This is an optimization exercise on Yosys and OpenROAD, whose aim is small area, a short achievable clock period and few clock cycles per item, not a production implementation. The RTL was checked by simulation tests, not by an equivalence proof against the original design. Power and IR drop assume default switching activity.

Setup of build 56:
## divider
module divider #(
    parameter WIDTH = 32
)(
    input  logic                   clk,
    input  logic                   rst_n,
    input  logic                   start,
    input  logic [WIDTH-1:0]       dividend,
    input  logic [WIDTH-1:0]       divisor,
    output logic [WIDTH-1:0]       quotient,
    output logic [WIDTH-1:0]       remainder,
    output logic                   done
);
Size: roughly 690 cells after synthesis, about 100 flip-flops, about 130 I/O pins.
export LEC_CHECK = 0
export CAP_MARGIN = 20
export CORE_MARGIN = 2
export CORE_UTILIZATION = 40
export SLEW_MARGIN = 20
create_clock -name core_clock -period 5.0 [get_ports {clk}]
standard.sh (not shown) runs the stock make flow with config.mk's settings and CLKGATE_MAP_FILE= SYNTH_SCRIPT=/design/flow/synth_recipe.tcl, a recipe that flattens the netlist after the stock synthesis.
==> flow/flow/run.sh <==
#!/bin/bash
# The standard layout, with each port buffered by a sky130 buf_1 instead of
# the buffer buffer_ports picks by default.
set -euo pipefail
export BUFFER_PORTS_ARGS="-buffer_cell sky130_fd_sc_hd__buf_1"
bash standard.sh > standard.log 2>&1
Testbench counts of build 56, summed over its fixed seeds: cycles 25,488, items 1,280.
The following lists how build 76 was set up differently from build 56:
- setting ABC_CLOCK_PERIOD_IN_PS to 3000 for the first time
==> flow/run.sh (new file) <==
#!/bin/bash
# synth_recipe.tcl (not shown) runs the flow's synth.tcl, then flattens the netlist and writes it again
# the make line also repeats each setting of config.mk as NAME=value (left out here)
make -C /OpenROAD-flow-scripts/flow DESIGN_CONFIG=/design/flow/config.mk WORK_HOME=/design/flow/orfs CLKGATE_MAP_FILE= SYNTH_SCRIPT=/design/flow/synth_recipe.tcl finish
removed: flow/flow/run.sh
removed: flow/standard.sh
==> results.txt <==
A path type of the worst setup path of flip-flop to flip-flop is what build 56 shows, while input pin to flip-flop belongs to build 76. Between build 76 and build 56, the number of non-filler instances in the completed layout does not differ in any meaningful way. On worst hold slack, build 76 does better than build 56. Build 56 → build 76: via count now larger; final worst setup slack now smaller; overall routed net length now larger. Run comparison: build 56 first element of the critical path dq_reg[31]; build 76 first element of the critical path divisor[16].
--- input diff build 76..build 47 ---
- ABC_CLOCK_PERIOD_IN_PS removed (was 3000)
- SETUP_SLACK_MARGIN newly set to 1
==> flow/flow/run.sh (new file) <==
#!/bin/bash
# The standard layout, with each port buffered by a sky130 buf_1 instead of
# the buffer buffer_ports picks by default.
set -euo pipefail
export BUFFER_PORTS_ARGS="-buffer_cell sky130_fd_sc_hd__buf_1"
bash standard.sh > standard.log 2>&1
==> flow/standard.sh (new file) <==
#!/bin/bash
# synth_recipe.tcl (not shown) runs the flow's synth.tcl, then flattens the netlist and writes it again
# the make line also repeats each setting of config.mk as NAME=value (left out here)
make -C /OpenROAD-flow-scripts/flow DESIGN_CONFIG=/design/flow/config.mk WORK_HOME=/design/flow/orfs CLKGATE_MAP_FILE= SYNTH_SCRIPT=/design/flow/synth_recipe.tcl "${@:-finish}"
removed: flow/run.sh
--- outcome ---
Worst setup path endpoint = rem_reg[3]: build 47; worst setup path endpoint = dq_reg[27]: build 76
Diff build 76 -> build 47: global-route usage shows a reduction of 1.2 points; count of nets after finishing -3; register share of the cell area moved up; area added between synthesis and finish fell 12 points.
Between build 76 and build 47, total of fill cells in the finished design is lower for build 76, build 47 comes in above that.
The inputs of build 33 differ from those of build 47 as listed below.
- clearing SETUP_SLACK_MARGIN, which used to be 1
- putting ABC_AREA at 1 where nothing was set
==> flow/run.sh (new file) <==
#!/bin/bash
# synth_recipe.tcl (not shown) runs the flow's synth.tcl, then flattens the netlist and writes it again
# the make line also repeats each setting of config.mk as NAME=value (left out here)
make -C /OpenROAD-flow-scripts/flow DESIGN_CONFIG=/design/flow/config.mk WORK_HOME=/design/flow/orfs CLKGATE_MAP_FILE= SYNTH_SCRIPT=/design/flow/synth_recipe.tcl finish
removed: flow/flow/run.sh
removed: flow/standard.sh
Notes after the runs:
Sort build 47 and build 33 by final core area utilization, descending, and build 33 comes first. Diff build 47 -> build 33: portion of total power attributed to combinational logic now larger, met2 track demand over resource moved up. Taking build 47 as the reference point, the final critical-path share of the clock period of build 33 falls by 1.4 points. Final-layout non-clock buffer area share: build 33 higher than build 47.
#### Input delta (build 53 over build 33)
- SETUP_SLACK_MARGIN newly set to 2
- ABC_AREA removed (was 1)
==> flow/flow/run.sh (new file) <==
#!/bin/bash
# The standard layout, with each port buffered by a sky130 buf_1 instead of
# the buffer buffer_ports picks by default.
set -euo pipefail
export BUFFER_PORTS_ARGS="-buffer_cell sky130_fd_sc_hd__buf_1"
bash standard.sh > standard.log 2>&1
==> flow/standard.sh (new file) <==
#!/bin/bash
# synth_recipe.tcl (not shown) runs the flow's synth.tcl, then flattens the netlist and writes it again
# the make line also repeats each setting of config.mk as NAME=value (left out here)
make -C /OpenROAD-flow-scripts/flow DESIGN_CONFIG=/design/flow/config.mk WORK_HOME=/design/flow/orfs CLKGATE_MAP_FILE= SYNTH_SCRIPT=/design/flow/synth_recipe.tcl "${@:-finish}"
removed: flow/run.sh
[summary]
The lower placeable core area came out of build 53.
Normalized max-slew margin is higher on build 33
Comparing average size of a mapped cell for build 53 and build 33, the smaller number came from build 33.
Summary: area after synthesis, build 53 better than build 33
The xor/xnor share of the synthesized area reported for build 53 is greater than that of build 33 by 1.9 points.
Compared with build 33, in build 53 cell count after placement has decreased, switching portion of total power fell 4.2 points.
Run comparison: build 33 critical path start-end classification input pin to flip-flop; build 53 critical path start-end classification flip-flop to flip-flop
Going from build 33 to build 53, count of vias placed by the detailed router shrank by more than 10%.
Compared with build 33, build 53 shows maximum clock frequency higher by 11%.
Build 33 → build 53: non-clock buffer contribution to total cell area fell by 0.65 points, power grew by about 12%.

-- static timing again, ports no longer ideal --
No port has a modelled driver above. Below, the same layouts with a new extraction and two added sets of constraints.
Step 1: set_driving_cell puts a clkbuf_16 on clk and a buf_2 on each other input, an assumption about the parent block.
Step 2 times the ports against the registers' clock, not the clock port: input delays grow and output delays shrink by t, the midpoint of the rising clock arrivals with the driver on.
Three values: ideal ports, drivers, drivers and shift; two values: the first two.
run | t (ns) | slack for setup (ns) | worst hold slack (ns) | clock arrival spread, ns
build 56 | 0.400 | 1.004 / 1.004 / 0.712 | 0.411 / 0.396 / 0.487 | 0.013 / 0.013
build 76 | 0.401 | 0.936 / 0.961 / 0.560 | 0.483 / 0.483 / 0.483 | 0.011 / 0.011
build 47 | 0.398 | 1.182 / 1.202 / 0.804 | 0.412 / 0.397 / 0.487 | 0.011 / 0.011
build 33 | 0.412 | 1.253 / 1.275 / 0.863 | 0.550 / 0.550 / 0.550 | 0.021 / 0.022
build 53 | 0.407 | 1.630 / 1.630 / 1.436 | 0.398 / 0.378 / 0.475 | 0.016 / 0.016
After both steps every run listed still meets setup and hold. The setup slack of build 33, which loses most, moves by +0.022 ns with the drivers and by -0.390 ns with both steps.
